Background: an optimization exercise with open tools, aiming at small area. Do not read the settings as production practice. Function was checked by simulation only, so behaviour that the tests miss may differ from the original. No activity file was given, so power comes from the tool's default toggle rates.

===== flow/config.mk =====
export PLATFORM = sky130hd
export DESIGN_NAME = system_top
export DESIGN_NICKNAME = system_top
export VERILOG_FILES = /design/flow/design.v
export SDC_FILE = /design/flow/constraint.sdc
export NUM_CORES = 4
export LEC_CHECK = 0
export CAP_MARGIN = 20
export CORE_MARGIN = 2
export CORE_UTILIZATION = 65
export CTS_CLUSTER_DIAMETER = 100
export CTS_CLUSTER_SIZE = 28
export SLEW_MARGIN = 20

===== flow/constraint.sdc =====
create_clock -name core_clock -period 8.0 [get_ports {clk}]
set_input_delay 1.6000 -clock core_clock [delete_from_list [all_inputs] [get_ports {clk}]]
set_output_delay 1.6000 -clock core_clock [all_outputs]
set_load 0.01 [all_outputs]

===== flow/design.v =====
module fifo_sync #(
    parameter W = 8
)(
    input  wire         clk,
    input  wire         rst,
    input  wire         wr_en,
    input  wire [W-1:0] din,
    input  wire         rd_en,
    input  wire [3:0]   ridx,
    output wire [W-1:0] q,
    output reg  [4:0]   count
);
    reg [16*W-1:0] mem;
    wire wr_ok = wr_en && !count[4];
    always @(posedge clk) begin
        if (wr_ok) mem <= {mem[15*W-1:0], din};
    end
    always @(posedge clk) begin
        if (rst)                  count <= 5'd0;
        else if (wr_ok && !rd_en) count <= count + 5'd1;
        else if (!wr_ok && rd_en) count <= count - 5'd1;
    end
    assign q = mem[ridx*W +: W];
endmodule
module uart_rx (
    input  wire       clk,
    input  wire       rst,
    input  wire       rx,
    input  wire       tick,
    output reg        valid,
    output reg  [4:0] sym
);
    localparam IDLE = 2'b00, START = 2'b01, DATA = 2'b10, STOP = 2'b11;
    reg [1:0] state, next_state;
    reg [3:0] sample_cnt;
    reg [2:0] bit_cnt;
    reg [7:0] shift_reg;
    reg [1:0] rx_sync;
    always @(posedge clk) begin
        if (rst) rx_sync <= 2'b11;
        else     rx_sync <= {rx_sync[0], rx};
    end
    wire rx_s = rx_sync[1];
    always @(*) begin
        next_state = state;
        case (state)
            IDLE:  if (!rx_s) next_state = START;
            START: if (tick && sample_cnt == 4'd7 && rx_s) next_state = IDLE;
                   else if (tick && sample_cnt == 4'd15)   next_state = DATA;
            DATA:  if (tick && sample_cnt == 4'd15 && bit_cnt == 3'd7) next_state = STOP;
            STOP:  if (tick && sample_cnt == 4'd15) next_state = IDLE;
        endcase
    end
    always @(posedge clk) begin
        if (rst) begin
            state      <= IDLE;
            sample_cnt <= 4'd0;
            bit_cnt    <= 3'd0;
            valid      <= 1'b0;
        end else begin
            state <= next_state;
            valid <= 1'b0;
            if (tick) begin
                case (state)
                    IDLE:  sample_cnt <= 4'd0;
                    START: sample_cnt <= sample_cnt + 4'd1;
                    DATA: begin
                        if (sample_cnt == 4'd7) shift_reg <= {rx_s, shift_reg[7:1]};
                        if (sample_cnt == 4'd15) bit_cnt <= bit_cnt + 3'd1;
                        sample_cnt <= sample_cnt + 4'd1;
                    end
                    STOP: begin
                        if (sample_cnt == 4'd15) valid <= 1'b1;
                        sample_cnt <= sample_cnt + 4'd1;
                    end
                endcase
            end
        end
    end
    wire [7:0] u = (shift_reg >= 8'h61 && shift_reg <= 8'h7A) ? shift_reg - 8'h20 : shift_reg;
    always @(*) begin
        case (u)
            8'h0A, 8'h0D: sym = 5'd10;
            "P": sym = 5'd0;
            "A": sym = 5'd1;
            "R": sym = 5'd2;
            "S": sym = 5'd3;
            "T": sym = 5'd4;
            "E": sym = 5'd5;
            "D": sym = 5'd6;
            "G": sym = 5'd7;
            "I": sym = 5'd9;
            "M": sym = 5'd13;
            "N": sym = 5'd14;
            default:
                if (u <= 8'h20)      sym = 5'd8;
                else if (u <= 8'h30) sym = 5'd11;
                else                 sym = {1'b1, u[3:0]};
        endcase
    end
endmodule
module protocol_handler (
    input  wire         clk,
    input  wire         rst,
    output wire         rx_rd,
    input  wire         rx_empty,
    input  wire [4:0]   rx_sym,       
    output wire         tx_wr,
    input  wire         tx_full,
    output reg  [7:0]   tx_data,
    input  wire         card_OK,
    input  wire [31:0]  UID,
    input  wire [4:0]   busy,
    output wire [4:0]   go,           
    output wire [19:0]  turns,
    input  wire [4:0]   input_ir,
    output reg          led1
);
    localparam [2:0] IDLE = 3'd0, FETCH = 3'd1, WAIT_RX = 3'd2, PROCESS = 3'd3,
                     RESPOND = 3'd4, TRANSMIT = 3'd5, WAIT_TX = 3'd6, RFID_SEND = 3'd7;
    localparam [2:0] W_NONE = 3'd0, W_START = 3'd1, W_END = 3'd2, W_PING = 3'd3,
                     W_MED = 3'd4, W_T = 3'd5;
    localparam [2:0] M_NONE = 3'd0, M_DONE = 3'd1, M_STK = 3'd2, M_PONG = 3'd3,
                     M_DISP = 3'd4, M_ERR = 3'd5, M_PID = 3'd6;
    localparam LOCKOUT   = 200_000;
    localparam BLINK_BIT = 11;
    reg [2:0]  state, next_state;
    reg        eol;
    reg [3:0]  idx;         
    reg [2:0]  kind;        
    reg [31:0] data;        
    reg        system_authorized;
    reg        session_captured;
    reg        disp_active_prev;
    reg [4:0]  dispenser_start;
    localparam [17:0] LK_LOAD = 18'h00001, LK_TERM = 18'h3324b;
    reg [17:0] lockout;
    wire       lockout_done = (lockout == LK_TERM);
    reg [10:0] blink_lo;
    reg        blink_hi;
    wire dispensing_active = |busy;
    wire done_evt = disp_active_prev && !dispensing_active;
    wire       s_h   = rx_sym[4];
    wire [3:0] s_x   = rx_sym[3:0];
    wire       s_eol = (rx_sym == 5'd10);
    wire       s_prt = !(rx_sym == 5'd10 || rx_sym == 5'd8);
    wire       s_gt  = s_h || !(s_x == 4'd8 || s_x == 4'd10 || s_x == 4'd11 || s_x == 4'd12 || s_x == 4'd15);
    wire [3:0] s_nib = (rx_sym == 5'd6) ? 4'd4 : s_x;
    reg [3:0] s_turns;
    always @(*) begin
        case (s_nib)
            4'd1: s_turns = 4'b1000;  4'd2: s_turns = 4'b1100;  4'd3: s_turns = 4'b1110;
            4'd4: s_turns = 4'b1111;  4'd5: s_turns = 4'b0111;  4'd6: s_turns = 4'b1011;
            4'd7: s_turns = 4'b0101;  4'd8: s_turns = 4'b1010;  4'd9: s_turns = 4'b1101;
            4'd10: s_turns = 4'b0110; 4'd11: s_turns = 4'b0011; 4'd12: s_turns = 4'b1001;
            4'd13: s_turns = 4'b0100; 4'd14: s_turns = 4'b0010; 4'd15: s_turns = 4'b0001;
            default: s_turns = 4'b0000;
        endcase
    end
    wire c_P = rx_sym == 5'd0, c_A = rx_sym == 5'd1, c_R = rx_sym == 5'd2, c_S = rx_sym == 5'd3,
         c_T = rx_sym == 5'd4, c_E = rx_sym == 5'd5, c_D = rx_sym == 5'd6, c_G = rx_sym == 5'd7,
         c_I = rx_sym == 5'd9, c_M = rx_sym == 5'd13, c_N = rx_sym == 5'd14;
    reg [3:0] tx_len;
    always @(*) begin
        case (kind)
            M_DONE, M_PONG: tx_len = 4'd5;
            M_STK:          tx_len = 4'd10;
            M_DISP:         tx_len = 4'd14;
            M_ERR:          tx_len = 4'd4;
            M_PID:          tx_len = 4'd9;
            default:        tx_len = 4'd0;
        endcase
    end
    always @(*) begin
        tx_data = 8'h0A;
        case (kind)
            M_DONE: case (idx)
                4'd0: tx_data = "D"; 4'd1: tx_data = "O"; 4'd2: tx_data = "N"; 4'd3: tx_data = "E";
                default: ;
            endcase
            M_STK: case (idx)
                4'd0: tx_data = "S"; 4'd1: tx_data = "T"; 4'd2: tx_data = "K"; 4'd3: tx_data = ":";
                4'd4: tx_data = {7'h18, data[4]};
                4'd5: tx_data = {7'h18, data[3]};
                4'd6: tx_data = {7'h18, data[2]};
                4'd7: tx_data = {7'h18, data[1]};
                4'd8: tx_data = {7'h18, data[0]};
                default: ;
            endcase
            M_PONG: case (idx)
                4'd0: tx_data = "P"; 4'd1: tx_data = "O"; 4'd2: tx_data = "N"; 4'd3: tx_data = "G";
                default: ;
            endcase
            M_DISP: case (idx)
                4'd0: tx_data = "D"; 4'd1: tx_data = "I"; 4'd2: tx_data = "S"; 4'd3: tx_data = "P";
                4'd4: tx_data = "E"; 4'd5: tx_data = "N"; 4'd6: tx_data = "S"; 4'd7: tx_data = "I";
                4'd8: tx_data = "N"; 4'd9: tx_data = "G"; 4'd10: tx_data = "."; 4'd11: tx_data = ".";
                4'd12: tx_data = ".";
                default: ;
            endcase
            M_ERR: case (idx)
                4'd0: tx_data = "E"; 4'd1: tx_data = "R"; 4'd2: tx_data = "R";
                default: ;
            endcase
            M_PID: case (idx)
                4'd0: tx_data = "P"; 4'd1: tx_data = "I"; 4'd2: tx_data = "D"; 4'd3: tx_data = ":";
                4'd4: tx_data = data[31:24];
                4'd5: tx_data = data[23:16];
                4'd6: tx_data = data[15:8];
                4'd7: tx_data = data[7:0];
                default: ;
            endcase
            default: ;
        endcase
    end
    assign rx_rd = (state == FETCH);
    assign tx_wr = (state == WAIT_TX);
    always @(*) begin
        next_state = state;
        if (card_OK && system_authorized && !session_captured && lockout_done && state == IDLE)
            next_state = RFID_SEND;
        else if (done_evt && state == IDLE)
            next_state = RESPOND;
        else begin
            case (state)
                IDLE:      if (!rx_empty) next_state = FETCH;
                FETCH:     next_state = WAIT_RX;
                WAIT_RX:   next_state = PROCESS;
                PROCESS: begin
                    if (!eol || idx == 4'd0)            next_state = IDLE;
                    else if (idx == 4'd1 && kind == W_T) next_state = RFID_SEND;
                    else                                next_state = RESPOND;
                end
                RESPOND:   next_state = (tx_len != 4'd0) ? TRANSMIT : IDLE;
                RFID_SEND: next_state = TRANSMIT;
                TRANSMIT: begin
                    if (idx < tx_len) begin
                        if (!tx_full) next_state = WAIT_TX;
                    end else
                        next_state = IDLE;
                end
                WAIT_TX:   next_state = TRANSMIT;
            endcase
        end
    end
    wire med_ok = (next_state == RESPOND) && !disp_active_prev && !dispensing_active &&
                  system_authorized && idx == 4'd14 && kind == W_MED;
    genvar g;
    generate
        for (g = 0; g < 5; g = g + 1) begin : cnts
            assign turns[4*g+3:4*g] = data[5*g+3:5*g];
            assign go[g] = med_ok && data[5*g+4] && !dispenser_start[g] && (data[5*g+3:5*g] != 4'd0);
        end
    endgenerate
    always @(posedge clk) begin
        if (rst) begin
            state             <= IDLE;
            disp_active_prev  <= 1'b0;
            idx               <= 4'd0;
            system_authorized <= 1'b0;
            session_captured  <= 1'b0;
            led1              <= 1'b0;
            lockout           <= LK_TERM;
            blink_lo          <= 11'd0;
            blink_hi          <= 1'b0;
            dispenser_start   <= 5'b00000;
        end else begin
            state            <= next_state;
            disp_active_prev <= dispensing_active;
            if (!system_authorized) begin
                led1     <= 1'b0;
                blink_lo <= 11'd0;
                blink_hi <= 1'b0;
            end else begin
                blink_lo <= {blink_lo[9:0], blink_lo[10] ^ blink_lo[8] ^ (blink_lo[9:0] == 10'd0)};
                if (blink_lo == 11'h400) blink_hi <= !blink_hi;
                led1     <= session_captured ? 1'b1 : blink_hi;
            end
            if (!lockout_done) lockout <= {lockout[16:0], lockout[17] ^ lockout[10]};
            case (next_state)
                PROCESS: begin
                    eol <= s_eol;
                    if (s_prt) begin
                        if (idx != 4'd15) idx <= idx + 4'd1;
                        case (idx)
                            4'd0: kind <= c_S ? W_START : c_E ? W_END : c_P ? W_PING :
                                          c_M ? W_MED : c_T ? W_T : W_NONE;
                            4'd1: if ((kind == W_START && !c_T) || (kind == W_END && !c_N) ||
                                      (kind == W_PING && !c_I) || (kind == W_MED && !c_E)) kind <= W_NONE;
                            4'd2: if ((kind == W_START && !c_A) || (kind == W_END && !c_D) ||
                                      (kind == W_PING && !c_N) || (kind == W_MED && !c_D)) kind <= W_NONE;
                            4'd3: if ((kind == W_START && !c_R) || (kind == W_PING && !c_G)) kind <= W_NONE;
                            4'd4: if (kind == W_START && !c_T) kind <= W_NONE;
                            4'd5:  data[4:0]   <= {s_gt, s_turns};
                            4'd7:  data[9:5]   <= {s_gt, s_turns};
                            4'd9:  data[14:10] <= {s_gt, s_turns};
                            4'd11: data[19:15] <= {s_gt, s_turns};
                            4'd13: data[24:20] <= {s_gt, s_turns};
                            default: ;
                        endcase
                    end
                end
                RESPOND: begin
                    idx             <= 4'd0;
                    dispenser_start <= 5'b00000;
                    kind            <= M_NONE;
                    if (done_evt)
                        kind <= M_DONE;
                    else if (idx == 4'd5 && kind == W_START) begin
                        system_authorized <= 1'b1;
                        session_captured  <= 1'b0;
                    end
                    else if (idx == 4'd3 && kind == W_END) begin
                        system_authorized <= 1'b0;
                        session_captured  <= 1'b0;
                        data[4:0]         <= input_ir;
                        kind              <= M_STK;
                    end
                    else if (system_authorized) begin
                        if (idx == 4'd4 && kind == W_PING)
                            kind <= M_PONG;
                        else if (idx == 4'd14 && kind == W_MED && !dispensing_active) begin
                            dispenser_start <= {data[24], data[19], data[14], data[9], data[4]};
                            kind            <= M_DISP;
                        end
                        else
                            kind <= M_ERR;
                    end
                end
                RFID_SEND: begin
                    session_captured <= 1'b1;
                    data             <= UID;
                    kind             <= M_PID;
                    idx              <= 4'd0;
                    lockout          <= LK_LOAD;
                end
                TRANSMIT: begin
                    if (state == WAIT_TX) idx <= idx + 4'd1;
                end
                IDLE: begin
                    if (state == TRANSMIT) idx <= 4'd0;
                end
                default: ;
            endcase
        end
    end
endmodule
module uart_controller (
    input  wire         clk,
    input  wire         rst,
    input  wire         rx,
    output wire         tx,
    output wire         led1,
    input  wire         tick,
    input  wire [31:0]  UID,
    input  wire         card_OK,
    input  wire [4:0]   ir_status,
    input  wire [4:0]   busy,
    output wire [4:0]   go,
    output wire [19:0]  turns
);
    wire       rx_valid;
    wire [4:0] rx_sym_in;
    wire [4:0] rx_sym;
    wire [4:0] rx_count;
    wire       rx_rd;
    uart_rx u_rx (
        .clk(clk), .rst(rst), .rx(rx), .tick(tick),
        .valid(rx_valid), .sym(rx_sym_in)
    );
    fifo_sync #(.W(5)) rx_fifo (
        .clk(clk), .rst(rst), .wr_en(rx_valid), .din(rx_sym_in),
        .rd_en(rx_rd), .ridx(rx_count[3:0]), .q(rx_sym), .count(rx_count)
    );
    wire       tx_wr;
    wire [7:0] tx_din;
    wire [4:0] tx_count;
    protocol_handler handler (
        .clk(clk), .rst(rst),
        .rx_rd(rx_rd), .rx_empty(rx_count == 5'd0), .rx_sym(rx_sym),
        .tx_wr(tx_wr), .tx_full(tx_count[4]), .tx_data(tx_din),
        .card_OK(card_OK), .UID(UID),
        .busy(busy), .go(go), .turns(turns),
        .input_ir(ir_status), .led1(led1)
    );
    reg  [9:0] p;
    reg  [7:0] tx_byte;
    wire [7:0] tx_q;
    wire [3:0] k = p[9:6];
    fifo_sync #(.W(8)) tx_fifo (
        .clk(clk), .rst(rst), .wr_en(tx_wr), .din(tx_din),
        .rd_en(p == 10'd62), .ridx(tx_count[3:0]), .q(tx_q), .count(tx_count)
    );
    always @(posedge clk) begin
        if (rst)               p <= 10'd0;
        else if (p == 10'd0)   begin if (tx_count != 5'd0) p <= 10'd62; end
        else if (p == 10'd704) p <= 10'd0;
        else                   p <= p + 10'd1;
    end
    always @(posedge clk) begin
        if (p == 10'd63) tx_byte <= tx_q;
    end
    assign tx = (k == 4'd1) ? 1'b0 :
                (k >= 4'd2 && k <= 4'd9) ? tx_byte[k - 4'd2] : 1'b1;
endmodule
module rc522 (
    input  wire        clk,
    input  wire        rst,
    input  wire        miso,
    output wire        sclk,
    output reg         mosi,
    output wire        cs_n,
    output wire        nrst_pd,
    output reg  [31:0] UID,
    output wire        card_OK,
    output wire [1:0]  tick_ph
);
    localparam [7:0] CommandReg    = 8'h01 << 1,
                     ComIrqReg     = 8'h04 << 1,
                     FIFODataReg   = 8'h09 << 1,
                     FIFOLevelReg  = 8'h0A << 1,
                     BitFramingReg = 8'h0D << 1,
                     ModeReg       = 8'h11 << 1,
                     TxModeReg     = 8'h12 << 1,
                     RxModeReg     = 8'h13 << 1,
                     TxControlReg  = 8'h14 << 1,
                     TxASKReg      = 8'h15 << 1,
                     ModWidthReg   = 8'h24 << 1,
                     TModeReg      = 8'h2A << 1,
                     TPrescalerReg = 8'h2B << 1,
                     TReloadRegH   = 8'h2C << 1,
                     TReloadRegL   = 8'h2D << 1;
    localparam [7:0] PCD_Idle = 8'h00, PCD_Transceive = 8'h0C;
    localparam [7:0] PICC_CMD_REQA = 8'h26, PICC_CMD_SEL_CL1 = 8'h93;
    localparam [7:0] RD = 8'h80;
    reg [9:0]  cnt;         
    reg [8:0]  step;        
    reg [2:0]  cnt_2;
    reg        ok;          
    reg        xfer;        
    reg [15:0] sr;          
    reg [1:0]  miso_sync;
    assign tick_ph = cnt[1:0];
    assign nrst_pd = (step != 9'd464);
    assign card_OK = (step == 9'd47) && ok;
    wire stp = &cnt;
    reg        w;
    reg [15:0] d;
    always @(*) begin
        w = 1'b1;
        d = 16'h0000;
        case (step)
            9'd0: d = {TxModeReg,     8'h00};
            9'd1: d = {RxModeReg,     8'h00};
            9'd2: d = {ModWidthReg,   8'h26};
            9'd3: d = {TModeReg,      8'h80};
            9'd4: d = {TPrescalerReg, 8'hA9};
            9'd5: d = {TReloadRegH,   8'h03};
            9'd6: d = {TReloadRegL,   8'hE8};
            9'd7: d = {TxASKReg,      8'h40};
            9'd8: d = {ModeReg,       8'h3D};
            9'd9: d = {TxControlReg | RD, 8'h00};
            9'd10: d = {TxControlReg,  8'h03 | sr[7:0]};
            9'd12: d = {CommandReg,    PCD_Idle};
            9'd13: d = {ComIrqReg,     8'h7F};
            9'd14: d = {FIFOLevelReg,  8'h80};
            9'd15: d = {FIFODataReg,   PICC_CMD_REQA};
            9'd16: d = {BitFramingReg, 8'h07};
            9'd17: d = {CommandReg,    PCD_Transceive};
            9'd18: d = {BitFramingReg, 8'h87};
            9'd20: d = {ComIrqReg | RD, 8'h00};
            9'd23: d = {FIFOLevelReg,  8'h80};
            9'd24: d = {FIFODataReg,   PICC_CMD_SEL_CL1};
            9'd25: d = {FIFODataReg,   8'h20};
            9'd26: d = {BitFramingReg, 8'h00};
            9'd27: d = {CommandReg,    PCD_Transceive};
            9'd28: d = {BitFramingReg, 8'h80};
            9'd33: d = {FIFOLevelReg | RD, 8'h00};
            9'd35, 9'd37, 9'd39, 9'd41, 9'd43:
                   d = {FIFODataReg | RD, 8'h00};
            default: w = 1'b0;
        endcase
    end
    assign cs_n = !(xfer && cnt >= 10'd2 && cnt <= 10'd545);
    assign sclk = xfer && cnt >= 10'd33 && cnt <= 10'd528 && (cnt[4:0] != 5'd0) && (!cnt[4] || cnt[3:0] == 4'd0);
    wire sample = xfer && cnt[4:0] == 5'd0 && cnt >= 10'd32 && cnt <= 10'd512;
    wire shift_out = xfer && ((cnt == 10'd1) || (cnt[4:0] == 5'd16 && cnt >= 10'd48 && cnt <= 10'd496));
    always @(posedge clk) miso_sync <= {miso_sync[0], miso};
    always @(posedge clk) begin
        if (stp) begin
            case (step)
                9'd34: ok <= (sr[7:0] == 8'd5);
                9'd44: ok <= ok && (sr[7:0] == (UID[31:24] ^ UID[23:16] ^ UID[15:8] ^ UID[7:0]));
                default: ;
            endcase
        end
    end
    always @(posedge clk) begin
        if (rst) begin
            cnt   <= 10'd0;
            step  <= 9'd462;
            cnt_2 <= 3'd0;
            UID   <= 32'h0;
            xfer  <= 1'b0;
            sr    <= 16'h0;
            mosi  <= 1'b0;
        end else begin
            cnt <= cnt + 10'd1;
            if (stp) begin
                xfer <= w;
                if (w) sr <= d;
                case (step)
                    9'd36: UID[31:24] <= sr[7:0];
                    9'd38: UID[23:16] <= sr[7:0];
                    9'd40: UID[15:8]  <= sr[7:0];
                    9'd42: UID[7:0]   <= sr[7:0];
                    default: ;
                endcase
                if (step == 9'd22 && !sr[5]) begin
                    if (cnt_2 == 3'd5) begin
                        cnt_2 <= 3'd0;
                        step  <= 9'd12;
                    end else begin
                        cnt_2 <= cnt_2 + 3'd1;
                        step  <= 9'd20;
                    end
                end else if (step == 9'd451)
                    step <= 9'd12;
                else
                    step <= step + 9'd1;
            end else begin
                if (sample)    sr   <= {sr[14:0], miso_sync[1]};
                if (shift_out) mosi <= sr[15];
            end
        end
    end
endmodule
module servo_fsm_unit #(parameter ACW = 0) (
    input  wire       clk,
    input  wire       rst,
    input  wire       z,           
    input  wire [2:0] r,
    input  wire [5:0] x,           
    input  wire       lt_p1,       
    input  wire       lt_p2,       
    input  wire       go,
    input  wire [3:0] turns,
    output reg        pwm_out,
    output wire       busy
);
    localparam [2:0] ST_IDLE  = 3'd0,
                     ST_IDLEB = 3'd1,    
                     ST_START = 3'd2,    
                     ST_PA1   = 3'd3,
                     ST_SW1   = 3'd4,
                     ST_PA2   = 3'd5,
                     ST_SW2   = 3'd6,
                     ST_CHK   = 3'd7;
    localparam [4:0] SWK = ACW ? 5'd16 : 5'd17;
    reg [2:0] state;
    reg [4:0] k;
    reg [3:0] rem;          
    localparam [3:0] TURN1 = 4'b1000;
    assign busy = (state != ST_IDLE) && (state != ST_START);
    wire r_ok = (state == ST_SW1) ? (ACW ? (r == 3'd3) : (r == 3'd0))
                                  : (ACW ? (r == 3'd0) : (r == 3'd1));
    wire fall = r_ok && (x == {1'b0, k});
    reg pwm_next;
    always @(*) begin
        case (state)
            ST_SW1, ST_SW2: pwm_next = z || (pwm_out && !fall);
            ST_PA2:         pwm_next = lt_p2;
            default:        pwm_next = lt_p1;
        endcase
    end
    wire k0 = (k == 5'd0);
    always @(posedge clk) begin
        if (rst) begin
            state   <= ST_IDLE;
            pwm_out <= 1'b0;
        end else begin
            pwm_out <= pwm_next;
            case (state)
                ST_IDLE, ST_IDLEB: begin
                    state <= ST_IDLE;
                    if (go) begin
                        state <= ST_START;
                        rem   <= turns;
                    end
                end
                ST_START: begin
                    k     <= 5'd9;
                    state <= ST_PA1;
                end
                ST_PA1, ST_SW1, ST_PA2, ST_SW2: begin
                    if (z) begin
                        if (k0) begin
                            state <= state + 3'd1;
                            k     <= state[0] ? SWK : 5'd9;
                        end else
                            k <= k - 5'd1;
                    end
                end
                ST_CHK: begin
                    k <= 5'd9;
                    if (rem == TURN1) state <= ST_IDLEB;
                    else begin
                        rem   <= {rem[2:0], rem[3] ^ rem[2]};
                        state <= ST_PA1;
                    end
                end
            endcase
        end
    end
endmodule
module servo_bank (
    input  wire        clk,
    input  wire        rst,
    input  wire [4:0]  go,
    input  wire [19:0] turns,
    output wire [4:0]  pwm,
    output wire [4:0]  busy
);
    reg [5:0] q;
    reg [2:0] r;
    always @(posedge clk) begin
        if (rst) begin
            q <= 6'd0;
            r <= 3'd0;
        end else if (r == 3'd4) begin
            r <= 3'd0;
            q <= (q == 6'd39) ? 6'd0 : q + 6'd1;
        end else
            r <= r + 3'd1;
    end
    wire z     = (q == 6'd0) && (r == 3'd0);
    wire lt20  = (q < 6'd4);                                    
    wire lt101 = (q < 6'd20) || (q == 6'd20 && r == 3'd0);      
    wire lt98  = (q < 6'd19) || (q == 6'd19 && r < 3'd3);       
    wire [5:0] x_cw  = r[0] ? q - 6'd3 : 6'd21 - q;
    wire [5:0] x_acw = r[0] ? q - 6'd3 : 6'd20 - q;
    genvar i;
    generate
        for (i = 0; i < 5; i = i + 1) begin : servo
            servo_fsm_unit #(.ACW(i == 0)) u (
                .clk(clk), .rst(rst), .z(z), .r(r),
                .x(i == 0 ? x_acw : x_cw),
                .lt_p1(i == 0 ? lt98 : lt20),
                .lt_p2(i == 0 ? lt20 : lt101),
                .go(go[i]), .turns(turns[4*i+3:4*i]),
                .pwm_out(pwm[i]), .busy(busy[i])
            );
        end
    endgenerate
endmodule
module system_top (
    input  wire         clk,
    input  wire         rst,
    input  wire         rx,
    output wire         tx,
    input  wire         miso,
    output wire         sclk,
    output wire         mosi,
    output wire         cs_n,
    output wire         nrst_pd,
    output wire [4:0]   pwm_servos,
    input  wire [4:0]   input_ir,
    output wire [4:0]   led_busy,
    output wire         led1, led2
);
    wire [31:0] UID;
    wire        card_OK;
    wire [1:0]  tick_ph;       
    wire [4:0]  busy_servo;
    wire [4:0]  go;
    wire [19:0] turns;
    assign led_busy = busy_servo;
    assign led2     = |busy_servo;
    rc522 rfid_inst (
        .clk(clk), .rst(rst), .miso(miso), .sclk(sclk), .mosi(mosi), .cs_n(cs_n),
        .nrst_pd(nrst_pd), .UID(UID), .card_OK(card_OK), .tick_ph(tick_ph)
    );
    uart_controller comm_inst (
        .clk(clk), .rst(rst), .rx(rx), .tx(tx), .led1(led1),
        .tick(&tick_ph), .UID(UID), .card_OK(card_OK), .ir_status(input_ir),
        .busy(busy_servo), .go(go), .turns(turns)
    );
    servo_bank servos (
        .clk(clk), .rst(rst), .go(go), .turns(turns),
        .pwm(pwm_servos), .busy(busy_servo)
    );
endmodule

===== flow/flow/run.sh =====
#!/bin/bash
# Own layout flow: the standard synthesis; then its combinational logic
# is mapped again by ABC with an area-oriented script (flow/remap.abc), the
# registers kept as the standard synthesis made them; then the standard
# layout steps on that netlist. Each tool's output goes to a log file here.
set -euo pipefail
R=orfs/results/$FLOW_PLATFORM/system_top/base
YOSYS=yosys
if [[ -x $FLOW_HOME/../tools/install/yosys/bin/yosys ]]; then YOSYS=$FLOW_HOME/../tools/install/yosys/bin/yosys; fi
export REMAP_LIB=$FLOW_HOME/platforms/$FLOW_PLATFORM/lib/sky130_fd_sc_hd__tt_025C_1v80.lib

bash standard.sh synth > std_synth.log 2>&1
cp $R/1_2_yosys.v std_1_2_yosys.v
$YOSYS -c flow/remap1.tcl > remap1.log 2>&1
$YOSYS -c flow/remap2.tcl > remap2.log 2>&1
cp remapped.v $R/1_2_yosys.v
# The port buffers are the smallest buffer rather than the one buffer_ports
# picks by default.
bash standard.sh "BUFFER_PORTS_ARGS=-buffer_cell sky130_fd_sc_hd__buf_1" finish > std_layout.log 2>&1

===== flow/flow/abc.constr =====
set_driving_cell sky130_fd_sc_hd__buf_1
set_load 5

===== flow/flow/remap.abc =====
&get -n
&st
&deepsyn -T 60
&dch -f
&nf -a
&put
mfs2
&get -n
&st
&deepsyn -T 60
&dch -f
&nf -a
&put
mfs2
&get -n
&st
&dch -f
&nf -a
&put
topo
stime -c
dnsize -c

===== flow/flow/remap1.tcl =====
# Map the standard synthesis's combinational cells back to gates (registers
# stay as they are) and map them again with flow/remap.abc.
yosys read_liberty -ignore_miss_func $::env(REMAP_LIB)
yosys blackbox sky130_fd_sc_hd__dfbbn_1 sky130_fd_sc_hd__dfbbn_2 sky130_fd_sc_hd__dfbbp_1 sky130_fd_sc_hd__dfrbp_1 sky130_fd_sc_hd__dfrbp_2 sky130_fd_sc_hd__dfrtn_1 sky130_fd_sc_hd__dfrtp_1 sky130_fd_sc_hd__dfrtp_2 sky130_fd_sc_hd__dfrtp_4 sky130_fd_sc_hd__dfsbp_1 sky130_fd_sc_hd__dfsbp_2 sky130_fd_sc_hd__dfstp_1 sky130_fd_sc_hd__dfstp_2 sky130_fd_sc_hd__dfstp_4 sky130_fd_sc_hd__dfxbp_1 sky130_fd_sc_hd__dfxbp_2 sky130_fd_sc_hd__dfxtp_1 sky130_fd_sc_hd__dfxtp_2 sky130_fd_sc_hd__dfxtp_4 sky130_fd_sc_hd__dlclkp_1 sky130_fd_sc_hd__dlclkp_2 sky130_fd_sc_hd__dlclkp_4 sky130_fd_sc_hd__dlrbn_1 sky130_fd_sc_hd__dlrbn_2 sky130_fd_sc_hd__dlrbp_1 sky130_fd_sc_hd__dlrbp_2 sky130_fd_sc_hd__dlrtn_1 sky130_fd_sc_hd__dlrtn_2 sky130_fd_sc_hd__dlrtn_4 sky130_fd_sc_hd__dlrtp_1 sky130_fd_sc_hd__dlrtp_2 sky130_fd_sc_hd__dlrtp_4 sky130_fd_sc_hd__dlxbn_1 sky130_fd_sc_hd__dlxbn_2 sky130_fd_sc_hd__dlxbp_1 sky130_fd_sc_hd__dlxtn_1 sky130_fd_sc_hd__dlxtn_2 sky130_fd_sc_hd__dlxtn_4 sky130_fd_sc_hd__dlxtp_1 sky130_fd_sc_hd__edfxbp_1 sky130_fd_sc_hd__edfxtp_1 sky130_fd_sc_hd__lpflow_inputisolatch_1 sky130_fd_sc_hd__sdfbbn_1 sky130_fd_sc_hd__sdfbbn_2 sky130_fd_sc_hd__sdfbbp_1 sky130_fd_sc_hd__sdfrbp_1 sky130_fd_sc_hd__sdfrbp_2 sky130_fd_sc_hd__sdfrtn_1 sky130_fd_sc_hd__sdfrtp_1 sky130_fd_sc_hd__sdfrtp_2 sky130_fd_sc_hd__sdfrtp_4 sky130_fd_sc_hd__sdfsbp_1 sky130_fd_sc_hd__sdfsbp_2 sky130_fd_sc_hd__sdfstp_1 sky130_fd_sc_hd__sdfstp_2 sky130_fd_sc_hd__sdfstp_4 sky130_fd_sc_hd__sdfxbp_1 sky130_fd_sc_hd__sdfxbp_2 sky130_fd_sc_hd__sdfxtp_1 sky130_fd_sc_hd__sdfxtp_2 sky130_fd_sc_hd__sdfxtp_4 sky130_fd_sc_hd__sdlclkp_1 sky130_fd_sc_hd__sdlclkp_2 sky130_fd_sc_hd__sdlclkp_4 sky130_fd_sc_hd__sedfxbp_1 sky130_fd_sc_hd__sedfxbp_2 sky130_fd_sc_hd__sedfxtp_1 sky130_fd_sc_hd__sedfxtp_2 sky130_fd_sc_hd__sedfxtp_4
yosys read_verilog std_1_2_yosys.v
yosys hierarchy -top $::env(FLOW_TOP)
yosys flatten
yosys delete {t:$scopeinfo}
yosys opt_clean -purge
yosys abc -script flow/remap.abc -liberty $::env(REMAP_LIB) -dont_use sky130_fd_sc_hd__probe_p_8 -dont_use sky130_fd_sc_hd__probec_p_8 -dont_use sky130_fd_sc_hd__lpflow_bleeder_1 -dont_use sky130_fd_sc_hd__lpflow_clkbufkapwr_1 -dont_use sky130_fd_sc_hd__lpflow_clkbufkapwr_16 -dont_use sky130_fd_sc_hd__lpflow_clkbufkapwr_2 -dont_use sky130_fd_sc_hd__lpflow_clkbufkapwr_4 -dont_use sky130_fd_sc_hd__lpflow_clkbufkapwr_8 -dont_use sky130_fd_sc_hd__lpflow_clkinvkapwr_1 -dont_use sky130_fd_sc_hd__lpflow_clkinvkapwr_16 -dont_use sky130_fd_sc_hd__lpflow_clkinvkapwr_2 -dont_use sky130_fd_sc_hd__lpflow_clkinvkapwr_4 -dont_use sky130_fd_sc_hd__lpflow_clkinvkapwr_8 -dont_use sky130_fd_sc_hd__lpflow_decapkapwr_12 -dont_use sky130_fd_sc_hd__lpflow_decapkapwr_3 -dont_use sky130_fd_sc_hd__lpflow_decapkapwr_4 -dont_use sky130_fd_sc_hd__lpflow_decapkapwr_6 -dont_use sky130_fd_sc_hd__lpflow_decapkapwr_8 -dont_use sky130_fd_sc_hd__lpflow_inputiso0n_1 -dont_use sky130_fd_sc_hd__lpflow_inputiso0p_1 -dont_use sky130_fd_sc_hd__lpflow_inputiso1n_1 -dont_use sky130_fd_sc_hd__lpflow_inputiso1p_1 -dont_use sky130_fd_sc_hd__lpflow_inputisolatch_1 -dont_use sky130_fd_sc_hd__lpflow_isobufsrc_1 -dont_use sky130_fd_sc_hd__lpflow_isobufsrc_16 -dont_use sky130_fd_sc_hd__lpflow_isobufsrc_2 -dont_use sky130_fd_sc_hd__lpflow_isobufsrc_4 -dont_use sky130_fd_sc_hd__lpflow_isobufsrc_8 -dont_use sky130_fd_sc_hd__lpflow_isobufsrckapwr_16 -dont_use sky130_fd_sc_hd__lpflow_lsbuf_lh_hl_isowell_tap_1 -dont_use sky130_fd_sc_hd__lpflow_lsbuf_lh_hl_isowell_tap_2 -dont_use sky130_fd_sc_hd__lpflow_lsbuf_lh_hl_isowell_tap_4 -dont_use sky130_fd_sc_hd__lpflow_lsbuf_lh_isowell_4 -dont_use sky130_fd_sc_hd__lpflow_lsbuf_lh_isowell_tap_1 -dont_use sky130_fd_sc_hd__lpflow_lsbuf_lh_isowell_tap_2 -dont_use sky130_fd_sc_hd__lpflow_lsbuf_lh_isowell_tap_4 -dont_use sky130_fd_sc_hd__fill_1 -dont_use sky130_fd_sc_hd__fill_2 -dont_use sky130_fd_sc_hd__fill_4 -dont_use sky130_fd_sc_hd__fill_8  -constr flow/abc.constr
yosys opt_clean -purge
yosys write_verilog -noattr -nohex -nodec remap_tmp.v

===== flow/flow/remap2.tcl =====
# Tie cells and pass-through buffers as the standard synthesis adds them.
yosys read_liberty -lib $::env(REMAP_LIB)
yosys read_verilog remap_tmp.v
yosys hierarchy -top $::env(FLOW_TOP)
yosys opt_clean -purge
yosys hilomap -singleton -hicell sky130_fd_sc_hd__conb_1 HI -locell sky130_fd_sc_hd__conb_1 LO
yosys insbuf -buf sky130_fd_sc_hd__buf_4 A X
yosys check -assert -mapped
yosys tee -o remap_stat.txt stat -liberty $::env(REMAP_LIB)
yosys write_verilog -nohex -nodec remapped.v

===== flow/standard.sh =====
#!/bin/bash
# synth_recipe.tcl (not shown) runs the flow's synth.tcl, then flattens the netlist and writes it again
# the make line also repeats each setting of config.mk as NAME=value (left out here)
make -C /OpenROAD-flow-scripts/flow DESIGN_CONFIG=/design/flow/config.mk WORK_HOME=/design/flow/orfs CLKGATE_MAP_FILE= SYNTH_SCRIPT=/design/flow/synth_recipe.tcl "${@:-finish}"

==> summary.txt, run 1 <==
Status
  – Status: no timing/DRC/antenna violations

STA
  – Tmin final: 5250 ps
  – Setup TNS: 0 ps
  – Setup violations, final: 0
  – Clk_skew: 18.18 ps
  – Tightest Pin Transition: 1107 ps
  – Max-slew violations: 0
  – Rel. slew slack: 0.2623
  – Final Hold Fails: 0
  – Tcrit/Tclk final: 0.6563
  – RSZ-0062 raised after global routing: no
  – Hold_ws: 353.6 ps
  – Fmax: 0.1905 GHz

Clock network
  – Hold Buf Count CTS: 0
  – Post-CTS Resized: 0
  – Clock latency on the worst-skew pair: 560 ps
  – Total CTS buffers: 21
  – Post-CTS setup buffer count: 0
  – Clk root buf: clkbuf_16
  – CTS tree: built
  – Clk buf depth: 3
  – # clock sinks: 494
  – Clock slew at reported path FFs: 110 ps
  – H-tree depth: 1

Routing
  – DR DRC count: 0
  – Final wirelength: 49.47 mm
  – DR vias/cell: 6.547
  – ANT nets after route: 0
  – Via count: 16053
  – Iter 0 DRT Violations: 1689
  – Routed len/inst: 20.17 um
  – Detailed Routing Iterations Pass 1: 7

Finish
  – Commonest non-fill, non-tap cells in the layout: edfxtp_1, nor2_1, nand2_1, dfxtp_1, a21oi_1
  – Filler Cell Count: 2420
  – Non-Filler Instances: 2452
  – Diodes inserted: 0
  – Biggest regs: comm_inst.tx_fifo.mem: 128 flops, comm_inst.rx_fifo.mem: 80 flops
  – Finished Core Util: 0.6999
  – Fin nets: 2005
  – Biggest register: comm_inst.tx_fifo.mem
  – Area delta synth->final: 6.251%
  – Commonest non-fill, non-tap cell in the layout: edfxtp_1
  – Multi-input gate area: 0.008318 sq mm
  – Layout cells sized above 1: 0.02239
  – Number of flip-flops under the largest register name: 128
  – Register area: 0.01295 sq mm

Placed design
  – Cells after DPL: 2415
  – Buffers on Ports: 25
  – Gpl congestion: 0.9482
  – Dpl hpwl: 34.12 mm

Global route
  – Vias in the first global route: 14793
  – Initial antenna violation count: 0
  – Total global-route track usage: 0.2854
  – Gr ovfl total: 0
  – First-pass GRT wire length: 78.20 mm
  – Largest net degree at the start of global routing: 83

Floorplan
  – IO Count: 26
  – Die area: 0.03436 sq mm
  – Die Y: 185.4 um
  – Initial cell density of the core: 0.6587
  – Core box area: 0.03245 sq mm
  – Chip width: 185.4 um
  – Standard-cell rows: 66

Worst hold path
  – Worst hold path type: reg -> reg
  – HP Start: rfid_inst.miso_sync[0]$_DFF_P_

Pwr
  – Total Power: 0.005400 W
  – Cell Pwr Density: 237.7 mW/mm^2
  – Leakage: 7.696 nW
  – Max VDD drop: 0.1672 mV

Worst setup path
  – Reg2reg start: comm_inst.handler.idx[2]$_SDFFE_PP0N_
  – Element type at the critical path start: register
  – CP Max Fanout: 31
  – Worst setup startpoint: comm_inst.handler.idx[2]$_SDFFE_PP0N_
  – Slowest stage delay, CP: 940 ps
  – Reg2reg setup slack: 2750 ps
  – Slowest-stage cell, CP: nand2b_1
  – Top cell by count, worst path: nor2_1
  – CP Class: reg -> reg
  – CP cell instances: nor2_1 -> nand3_1 -> nor4_1 -> nand2b_1 -> nor2_1 -> nand2_1 -> o22ai_1 -> mux2_1 -> o311ai_0 -> mux2i_1
  – Data arrival, critical path: 5750 ps
  – CP Capture Type: register
  – CP Data Required Time: 8500 ps

Job
  – Max Cap Viol: 0

Logic synthesis
  – Synth warn: 9
  – Syn Nets: 1951
  – Mapped Cells: 1942
  – Cell Area, Synth: 0.02138 sq mm
  – Syn_area_per_cell: 11.01 sq um
path summary, 6_finish.rpt:
check | to | cells after the start
setup reg to reg | register | 10
setup / recovery | register | 10
hold / removal | rfid_inst.miso_sync[1]$_DFF_P_ | 0
hold reg to reg | rfid_inst.miso_sync[1]$_DFF_P_ | 0
power by group:
part	internal, W	total, W	switching (W)
Combinational	0.000420	0.00120	0.000779
Clock	0.000508	0.00127	0.000759
Sequential	0.00281	0.00293	0.000120
Total	0.00374	0.00540	0.00166
per-stage QoR:
step,setup slack (ps),instance area [sq um]
floorplan,858.8,21380
global placement,3147,22100
detailed placement,2842,22100
CTS,2763,22700
global route,2373,22710
finish,2750,22710
routing by layer:
| metal | share of wire | GRT usage |
|---|---|---|
| met1 | 0.44 | 0.4021 |
| met2 | 0.47 | 0.4642 |
| met3 | 0.064 | 0.03264 |
| met4 | 0.029 | 0.09492 |
| met5 | 0 | 0 |
area by class of cell:
type                       instances  area share
clock buffer                      35     0.02545
clock inverter                     2   0.0008813
inverter                          30    0.004958
multi-input combinational       1413      0.3662
sequential                       494      0.5702
tap                              442     0.02435
timing repair buffer              36    0.007932
critical path: cells and delay by family (launching register included):
| kind | cells | cell delay (ps) |
|---|---|---|
| flip-flops | 1 | 580 |
| multiplexers | 2 | 690 |
| AND/OR/NAND/NOR | 6 | 2920 |
| AO/OA/AOI/OAI | 2 | 990 |
==> run 2, diff against run 1 <==
--- a/flow/flow/run.sh
+++ b/flow/flow/run.sh
@@ -1,5 +1,5 @@
 #!/bin/bash
 # Own layout flow: the standard synthesis; then its combinational logic
-# is mapped again by ABC with an area-oriented script (flow/remap.abc), the
+# is mapped again by ABC with area-oriented scripts (flow/remap_*.abc), the
 # registers kept as the standard synthesis made them; then the standard
 # layout steps on that netlist. Each tool's output goes to a log file here.
@@ -12,6 +12,23 @@
 bash standard.sh synth > std_synth.log 2>&1
 cp $R/1_2_yosys.v std_1_2_yosys.v
-$YOSYS -c flow/remap1.tcl > remap1.log 2>&1
-$YOSYS -c flow/remap2.tcl > remap2.log 2>&1
+# Four mappings (ABC scripts flow/remap_[abc].abc, with a seed for ABC's
+# deepsyn); the smallest is kept.
+CANDS=("a 0" "a 1" "b 0" "c 0")
+for S in 0 1 2 3; do
+  set -- ${CANDS[$S]}
+  sed "s/@SEED@/$2/" flow/remap_$1.abc > remap_s$S.abc
+  ( export REMAP_SCRIPT=remap_s$S.abc REMAP_OUT=remap_tmp_s$S.v REMAP_FINAL=remapped_s$S.v REMAP_STAT=remap_stat_s$S.txt
+    $YOSYS -c flow/remap1.tcl > remap1_s$S.log 2>&1 && $YOSYS -c flow/remap2.tcl > remap2_s$S.log 2>&1 ) &
+done
+wait
+best=""; best_area=""
+for S in 0 1 2 3; do
+  [[ -s remapped_s$S.v && -s remap_stat_s$S.txt ]] || continue
+  a=$(grep "Chip area" remap_stat_s$S.txt | head -1 | awk '{print $NF}')
+  echo "candidate $S (${CANDS[$S]}): area $a" >> remap_choice.log
+  if [[ -z $best_area ]] || awk -v a="$a" -v b="$best_area" 'BEGIN {exit !(a < b)}'; then best=$S; best_area=$a; fi
+done
+echo "kept candidate $best ($best_area)" >> remap_choice.log
+cp remapped_s$best.v remapped.v
 cp remapped.v $R/1_2_yosys.v
 # The port buffers are the smallest buffer rather than the one buffer_ports
==> flow/flow/remap1.tcl (replaced) <==
# Map the standard synthesis's combinational cells back to gates (registers
# stay as they are) and map them again with the ABC script REMAP_SCRIPT.
yosys read_liberty -ignore_miss_func $::env(REMAP_LIB)
yosys blackbox sky130_fd_sc_hd__dfbbn_1 sky130_fd_sc_hd__dfbbn_2 sky130_fd_sc_hd__dfbbp_1 sky130_fd_sc_hd__dfrbp_1 sky130_fd_sc_hd__dfrbp_2 sky130_fd_sc_hd__dfrtn_1 sky130_fd_sc_hd__dfrtp_1 sky130_fd_sc_hd__dfrtp_2 sky130_fd_sc_hd__dfrtp_4 sky130_fd_sc_hd__dfsbp_1 sky130_fd_sc_hd__dfsbp_2 sky130_fd_sc_hd__dfstp_1 sky130_fd_sc_hd__dfstp_2 sky130_fd_sc_hd__dfstp_4 sky130_fd_sc_hd__dfxbp_1 sky130_fd_sc_hd__dfxbp_2 sky130_fd_sc_hd__dfxtp_1 sky130_fd_sc_hd__dfxtp_2 sky130_fd_sc_hd__dfxtp_4 sky130_fd_sc_hd__dlclkp_1 sky130_fd_sc_hd__dlclkp_2 sky130_fd_sc_hd__dlclkp_4 sky130_fd_sc_hd__dlrbn_1 sky130_fd_sc_hd__dlrbn_2 sky130_fd_sc_hd__dlrbp_1 sky130_fd_sc_hd__dlrbp_2 sky130_fd_sc_hd__dlrtn_1 sky130_fd_sc_hd__dlrtn_2 sky130_fd_sc_hd__dlrtn_4 sky130_fd_sc_hd__dlrtp_1 sky130_fd_sc_hd__dlrtp_2 sky130_fd_sc_hd__dlrtp_4 sky130_fd_sc_hd__dlxbn_1 sky130_fd_sc_hd__dlxbn_2 sky130_fd_sc_hd__dlxbp_1 sky130_fd_sc_hd__dlxtn_1 sky130_fd_sc_hd__dlxtn_2 sky130_fd_sc_hd__dlxtn_4 sky130_fd_sc_hd__dlxtp_1 sky130_fd_sc_hd__edfxbp_1 sky130_fd_sc_hd__edfxtp_1 sky130_fd_sc_hd__lpflow_inputisolatch_1 sky130_fd_sc_hd__sdfbbn_1 sky130_fd_sc_hd__sdfbbn_2 sky130_fd_sc_hd__sdfbbp_1 sky130_fd_sc_hd__sdfrbp_1 sky130_fd_sc_hd__sdfrbp_2 sky130_fd_sc_hd__sdfrtn_1 sky130_fd_sc_hd__sdfrtp_1 sky130_fd_sc_hd__sdfrtp_2 sky130_fd_sc_hd__sdfrtp_4 sky130_fd_sc_hd__sdfsbp_1 sky130_fd_sc_hd__sdfsbp_2 sky130_fd_sc_hd__sdfstp_1 sky130_fd_sc_hd__sdfstp_2 sky130_fd_sc_hd__sdfstp_4 sky130_fd_sc_hd__sdfxbp_1 sky130_fd_sc_hd__sdfxbp_2 sky130_fd_sc_hd__sdfxtp_1 sky130_fd_sc_hd__sdfxtp_2 sky130_fd_sc_hd__sdfxtp_4 sky130_fd_sc_hd__sdlclkp_1 sky130_fd_sc_hd__sdlclkp_2 sky130_fd_sc_hd__sdlclkp_4 sky130_fd_sc_hd__sedfxbp_1 sky130_fd_sc_hd__sedfxbp_2 sky130_fd_sc_hd__sedfxtp_1 sky130_fd_sc_hd__sedfxtp_2 sky130_fd_sc_hd__sedfxtp_4
yosys read_verilog std_1_2_yosys.v
yosys hierarchy -top $::env(FLOW_TOP)
yosys flatten
yosys delete {t:$scopeinfo}
yosys opt_clean -purge
yosys abc -script $::env(REMAP_SCRIPT) -liberty $::env(REMAP_LIB) -dont_use sky130_fd_sc_hd__probe_p_8 -dont_use sky130_fd_sc_hd__probec_p_8 -dont_use sky130_fd_sc_hd__lpflow_bleeder_1 -dont_use sky130_fd_sc_hd__lpflow_clkbufkapwr_1 -dont_use sky130_fd_sc_hd__lpflow_clkbufkapwr_16 -dont_use sky130_fd_sc_hd__lpflow_clkbufkapwr_2 -dont_use sky130_fd_sc_hd__lpflow_clkbufkapwr_4 -dont_use sky130_fd_sc_hd__lpflow_clkbufkapwr_8 -dont_use sky130_fd_sc_hd__lpflow_clkinvkapwr_1 -dont_use sky130_fd_sc_hd__lpflow_clkinvkapwr_16 -dont_use sky130_fd_sc_hd__lpflow_clkinvkapwr_2 -dont_use sky130_fd_sc_hd__lpflow_clkinvkapwr_4 -dont_use sky130_fd_sc_hd__lpflow_clkinvkapwr_8 -dont_use sky130_fd_sc_hd__lpflow_decapkapwr_12 -dont_use sky130_fd_sc_hd__lpflow_decapkapwr_3 -dont_use sky130_fd_sc_hd__lpflow_decapkapwr_4 -dont_use sky130_fd_sc_hd__lpflow_decapkapwr_6 -dont_use sky130_fd_sc_hd__lpflow_decapkapwr_8 -dont_use sky130_fd_sc_hd__lpflow_inputiso0n_1 -dont_use sky130_fd_sc_hd__lpflow_inputiso0p_1 -dont_use sky130_fd_sc_hd__lpflow_inputiso1n_1 -dont_use sky130_fd_sc_hd__lpflow_inputiso1p_1 -dont_use sky130_fd_sc_hd__lpflow_inputisolatch_1 -dont_use sky130_fd_sc_hd__lpflow_isobufsrc_1 -dont_use sky130_fd_sc_hd__lpflow_isobufsrc_16 -dont_use sky130_fd_sc_hd__lpflow_isobufsrc_2 -dont_use sky130_fd_sc_hd__lpflow_isobufsrc_4 -dont_use sky130_fd_sc_hd__lpflow_isobufsrc_8 -dont_use sky130_fd_sc_hd__lpflow_isobufsrckapwr_16 -dont_use sky130_fd_sc_hd__lpflow_lsbuf_lh_hl_isowell_tap_1 -dont_use sky130_fd_sc_hd__lpflow_lsbuf_lh_hl_isowell_tap_2 -dont_use sky130_fd_sc_hd__lpflow_lsbuf_lh_hl_isowell_tap_4 -dont_use sky130_fd_sc_hd__lpflow_lsbuf_lh_isowell_4 -dont_use sky130_fd_sc_hd__lpflow_lsbuf_lh_isowell_tap_1 -dont_use sky130_fd_sc_hd__lpflow_lsbuf_lh_isowell_tap_2 -dont_use sky130_fd_sc_hd__lpflow_lsbuf_lh_isowell_tap_4 -dont_use sky130_fd_sc_hd__fill_1 -dont_use sky130_fd_sc_hd__fill_2 -dont_use sky130_fd_sc_hd__fill_4 -dont_use sky130_fd_sc_hd__fill_8  -constr flow/abc.constr
yosys opt_clean -purge
yosys write_verilog -noattr -nohex -nodec $::env(REMAP_OUT)
==> flow/flow/remap2.tcl (replaced) <==
# Tie cells and pass-through buffers as the standard synthesis adds them.
yosys read_liberty -lib $::env(REMAP_LIB)
yosys read_verilog $::env(REMAP_OUT)
yosys hierarchy -top $::env(FLOW_TOP)
yosys opt_clean -purge
yosys hilomap -singleton -hicell sky130_fd_sc_hd__conb_1 HI -locell sky130_fd_sc_hd__conb_1 LO
yosys insbuf -buf sky130_fd_sc_hd__buf_4 A X
yosys check -assert -mapped
yosys tee -o $::env(REMAP_STAT) stat -liberty $::env(REMAP_LIB)
yosys write_verilog -nohex -nodec $::env(REMAP_FINAL)
==> flow/flow/remap_a.abc (new file) <==
&get -n
&st
&deepsyn -T 60 -S @SEED@
&dch -f
&nf -a -p -R 1000 -F 8 -A 4
&put
mfs2
&get -n
&st
&deepsyn -T 60 -S @SEED@
&dch -f
&nf -a -p -R 1000 -F 8 -A 4
&put
mfs2
&get -n
&st
&dch -f
&nf -a -p -R 1000 -F 8 -A 4
&put
topo
stime -c
dnsize -c
==> flow/flow/remap_b.abc (new file) <==
&get -n
&st
&deepsyn -T 60 -S @SEED@
&dch -f
&nf -a -p -R 1000 -F 8 -A 4 -C 32
&put
mfs2
&get -n
&st
&deepsyn -T 60 -S @SEED@
&dch -f
&nf -a -p -R 1000 -F 8 -A 4 -C 32
&put
mfs2
&get -n
&st
&dch -f
&nf -a -p -R 1000 -F 8 -A 4 -C 32
&put
topo
stime -c
dnsize -c
==> flow/flow/remap_c.abc (new file) <==
&get -n
&st
&deepsyn -T 60 -S @SEED@
&dch -f
&nf -a -p -R 1000 -F 16 -A 8
&put
mfs2
&get -n
&st
&deepsyn -T 60 -S @SEED@
&dch -f
&nf -a -p -R 1000 -F 16 -A 8
&put
mfs2
&get -n
&st
&dch -f
&nf -a -p -R 1000 -F 16 -A 8
&put
topo
stime -c
dnsize -c
removed: flow/flow/remap.abc
==> run 2 against run 1 <==
  * Still clean on timing, DRC and antenna
  * Power is 1.4% lower
  * Global-route usage is 0.45 points lower
  * First-iteration DRC count is 15% higher
  * Sequential power hardly changed
  * Worst hold slack worse by 15 ps
  * Non-clock buffer count is 2 higher
  * Routed wire length is 2.5% lower
  * Register-to-register slack worse by 30 ps
  * Final area is 1.3% lower
  * Sequential cell count stayed put
  * Setup slack worse by 34 ps
  * Fmax is 0.64% lower
==> summary.txt, run 2 <==
Status
  – Status: no timing/DRC/antenna violations

Clock network
  – Post-CTS setup buffer count: 0 (unchanged)
  – CTS tree: built
  – Clk root buf: clkbuf_16
  – Total CTS buffers: 21 (unchanged)
  – # clock sinks: 494 (unchanged)
  – Hold Buf Count CTS: 0 (unchanged)
  – Post-CTS Resized: 0 (unchanged)
  – Clock slew at reported path FFs: 110 ps (about the same)
  – H-tree depth: 1 (unchanged)
  – Clk buf depth: 3 (unchanged)
  – Clock latency on the worst-skew pair: 550 ps (about the same)

Worst setup path
  – Slowest stage delay, CP: 700 ps (-240 ps)
  – CP Class: reg -> reg
  – CP Capture Type: register
  – Slowest-stage cell, CP: dfxtp_1
  – Worst setup startpoint: comm_inst.handler.idx[1]$_SDFFE_PP0N_
  – CP Data Required Time: 8230 ps (-270 ps)
  – CP Max Fanout: 18 (-42%)
  – Data arrival, critical path: 5510 ps (-240 ps)
  – Top cell by count, worst path: nand2_1
  – CP cell instances: or2_0 -> a21oi_1 -> or4_1 -> nand4_1 -> o21ai_0 -> nand2_1 -> o21ai_0 -> a21oi_1 -> and2_0 -> nand2_1 -> nor2_1 -> nand2_1 -> o31ai_1 -> o31ai_1 -> nor2_1
  – Reg2reg start: comm_inst.handler.idx[1]$_SDFFE_PP0N_
  – Element type at the critical path start: register
  – Largest delay contributor family on the critical path: simple AND/OR/NAND/NOR gates
  – WP buf/inv: 0 (unchanged)

Finish
  – Biggest regs: comm_inst.tx_fifo.mem: 128 flops, comm_inst.rx_fifo.mem: 80 flops
  – Filler Cell Count: 2321 (-4.1%)
  – Commonest non-fill, non-tap cells in the layout: edfxtp_1, dfxtp_1, nor2_1, nand2_1, a21oi_1
  – Layout cells sized above 1: 0.02222 (-0.0001658)
  – Non-Filler Instances: 2415 (-1.5%)
  – Finished Cell Area: 0.02243 sq mm (-1.3%)
  – Number of flip-flops under the largest register name: 128 (unchanged)
  – Area delta synth->final: 6.253% (about the same)
  – Fin nets: 1975 (-1.5%)
  – Finished Core Util: 0.7054 (+0.005471)
  – Multi-input gate area: 0.008028 sq mm (-3.5%)
  – Commonest non-fill, non-tap cell in the layout: edfxtp_1
  – Biggest register: comm_inst.tx_fifo.mem
  – Diodes inserted: 0 (unchanged)
  – Register area: 0.01295 sq mm (unchanged)

Pwr
  – Cell Pwr Density: 237.4 mW/mm^2 (-0.14%)
  – Total Power: 0.005325 W (-1.4%)
  – Max VDD drop: 0.2016 mV (+21%)
  – Leakage: 7.527 nW (-2.2%)

Global route
  – First-pass GRT wire length: 76.67 mm (-2.0%)
  – Initial antenna violation count: 0 (unchanged)
  – Gr ovfl total: 0 (unchanged)
  – Vias in the first global route: 14351 (-3.0%)
  – Largest net degree at the start of global routing: 82 (-1.2%)
  – Total global-route track usage: 0.2809 (-0.004469)

Routing
  – Routed len/inst: 19.97 um (-0.99%)
  – Via count: 15754 (-1.9%)
  – DR DRC count: 0 (unchanged)
  – Iter 0 DRT Violations: 1937 (+15%)
  – ANT nets after route: 0 (unchanged)
  – Final wirelength: 48.24 mm (-2.5%)
  – Detailed Routing Iterations Pass 1: 7 (unchanged)
  – DR vias/cell: 6.523 (-0.36%)

STA
  – Tcrit/Tclk final: 0.6605 (+0.004252)
  – Setup TNS: 0 ps (unchanged)
  – Tightest Pin Transition: 1109 ps (+2.358 ps)
  – Max-slew violations: 0 (unchanged)
  – Setup violations, final: 0 (unchanged)
  – Rel. slew slack: 0.2592 (-0.003093)
  – Clk_skew: 17.22 ps (-0.9605 ps)
  – RSZ-0062 raised after global routing: no
  – Final Hold Fails: 0 (unchanged)
  – Fmax: 0.1892 GHz (-0.64%)
  – Tmin final: 5284 ps (+34.02 ps)

Placed design
  – Buffers on Ports: 25 (unchanged)
  – Gpl congestion: 0.9641 (+1.7%)
  – DP Area: 0.02181 sq mm (-1.3%)
  – Dpl hpwl: 32.90 mm (-3.6%)
  – Cells after DPL: 2377 (-1.6%)

Floorplan
  – Standard-cell rows: 65 (-1.5%)
  – IO Count: 26 (unchanged)
  – Die Y: 184.2 um (-0.62%)
  – Chip width: 184.2 um (-0.62%)
  – Initial cell density of the core: 0.6639 (+0.005135)
  – Die area: 0.03394 sq mm (-1.2%)
  – Core box area: 0.03180 sq mm (-2.0%)

Logic synthesis
  – Syn Nets: 1919 (-1.6%)
  – Syn_area_per_cell: 11.05 sq um (+0.40%)
  – Mapped Cells: 1910 (-1.6%)
  – Cell Area, Synth: 0.02111 sq mm (-1.3%)
  – Synth warn: 9 (unchanged)

Job
  – Max Cap Viol: 0 (unchanged)

Worst hold path
  – HP Start: rfid_inst.miso_sync[0]$_DFF_P_
  – Worst hold path type: reg -> reg
-- run 2: changes by cell type in the layout (fill, tap and decap cells not counted), moves of 6 or more --
cell      previous run  this run
o21bai_1            12         1
o21ai_0             88       115
a21oi_1            126       132
o221ai_1            13        26
nor2b_1             30        49
and2_0              37        26
a22oi_1             31        16
nor2_1             209       188
a31oi_1             12        22
a221oi_1             4        10
o31ai_1             17         4
nand3_1             45        65
o311ai_0             7         0
nand2_1            202       187
-- run 2: worst paths after layout --
| check | end | slack (ps) | cells past startpoint |
|---|---|---|---|
| setup / recovery | servos.servo[2].u.rem[1]$_DFFE_PP_ | 2720 | 15 |
| hold / removal | rfid_inst.miso_sync[1]$_DFF_P_ | 340 | 0 |
| setup reg to reg | servos.servo[2].u.rem[1]$_DFFE_PP_ | 2720 | 15 |
| hold reg to reg | rfid_inst.miso_sync[1]$_DFF_P_ | 340 | 0 |
-- run 2: report_power, final --
part	internal (W)	switching, W	total [W]
combinational	0.000420	0.000733	0.00115
clock	0.000507	0.000748	0.00126
sequential	0.00282	0.0000934	0.00292
-- run 2: final cells by class --
cell class / instances / area share
Sequential cell: 494 / 0.5775
Clock buffer: 36 / 0.02594
Tap cell: 435 / 0.02427
Timing Repair Buffer: 38 / 0.008925
Multi-Input combinational cell: 1381 / 0.3579
Clock inverter: 1 / 0.0005020
Inverter: 30 / 0.005020
-- run 2: layer usage --
metal / global-route usage / part of all wire / up-vias
met5: 0 / 0 / -
met4: 0.07072 / 0.026 / 0
met3: 0.02332 / 0.062 / 81
met2: 0.4572 / 0.47 / 636
met1: 0.4129 / 0.44 / 7602
li1: - / - / 7435
-- run 2: per-stage QoR --
stage               hold WS, ps  setup WS [ps]
finish                    339.0           2716
global route              343.3           2226
CTS                       340.7           2265
detailed placement        313.6           2312
global placement          309.9           2544
floorplan                 309.6          528.3

## separate check: timing with driven ports
In the flow no input, the clock included, has a driving cell. The finished layouts below were timed again as built, in two steps.
Step 1 sets driving cells, clkbuf_16 on the clock port and buf_2 on the other inputs (assumed; they add their load-dependent delay and slew).
Step 2 adds t to the input delays and takes it off the output delays; t is the mean of the earliest and latest rising clock arrival at the registers after step 1. Input paths then give back, and output paths get back, about the clock's delay inside the block.
Slacks: ideal / step 1 / step 2; pairs: ideal / step 1.
run | t, ns | setup WS [ns] | worst setup path at the end | worst slew at a driven data input, ns
run 1 | 0.608 | 2.750 / 2.750 / 2.750 | register to register | 0.04
run 2 | 0.601 | 2.716 / 2.716 / 2.716 | register to register | 0.04
After both steps setup and hold are still met in every run listed.
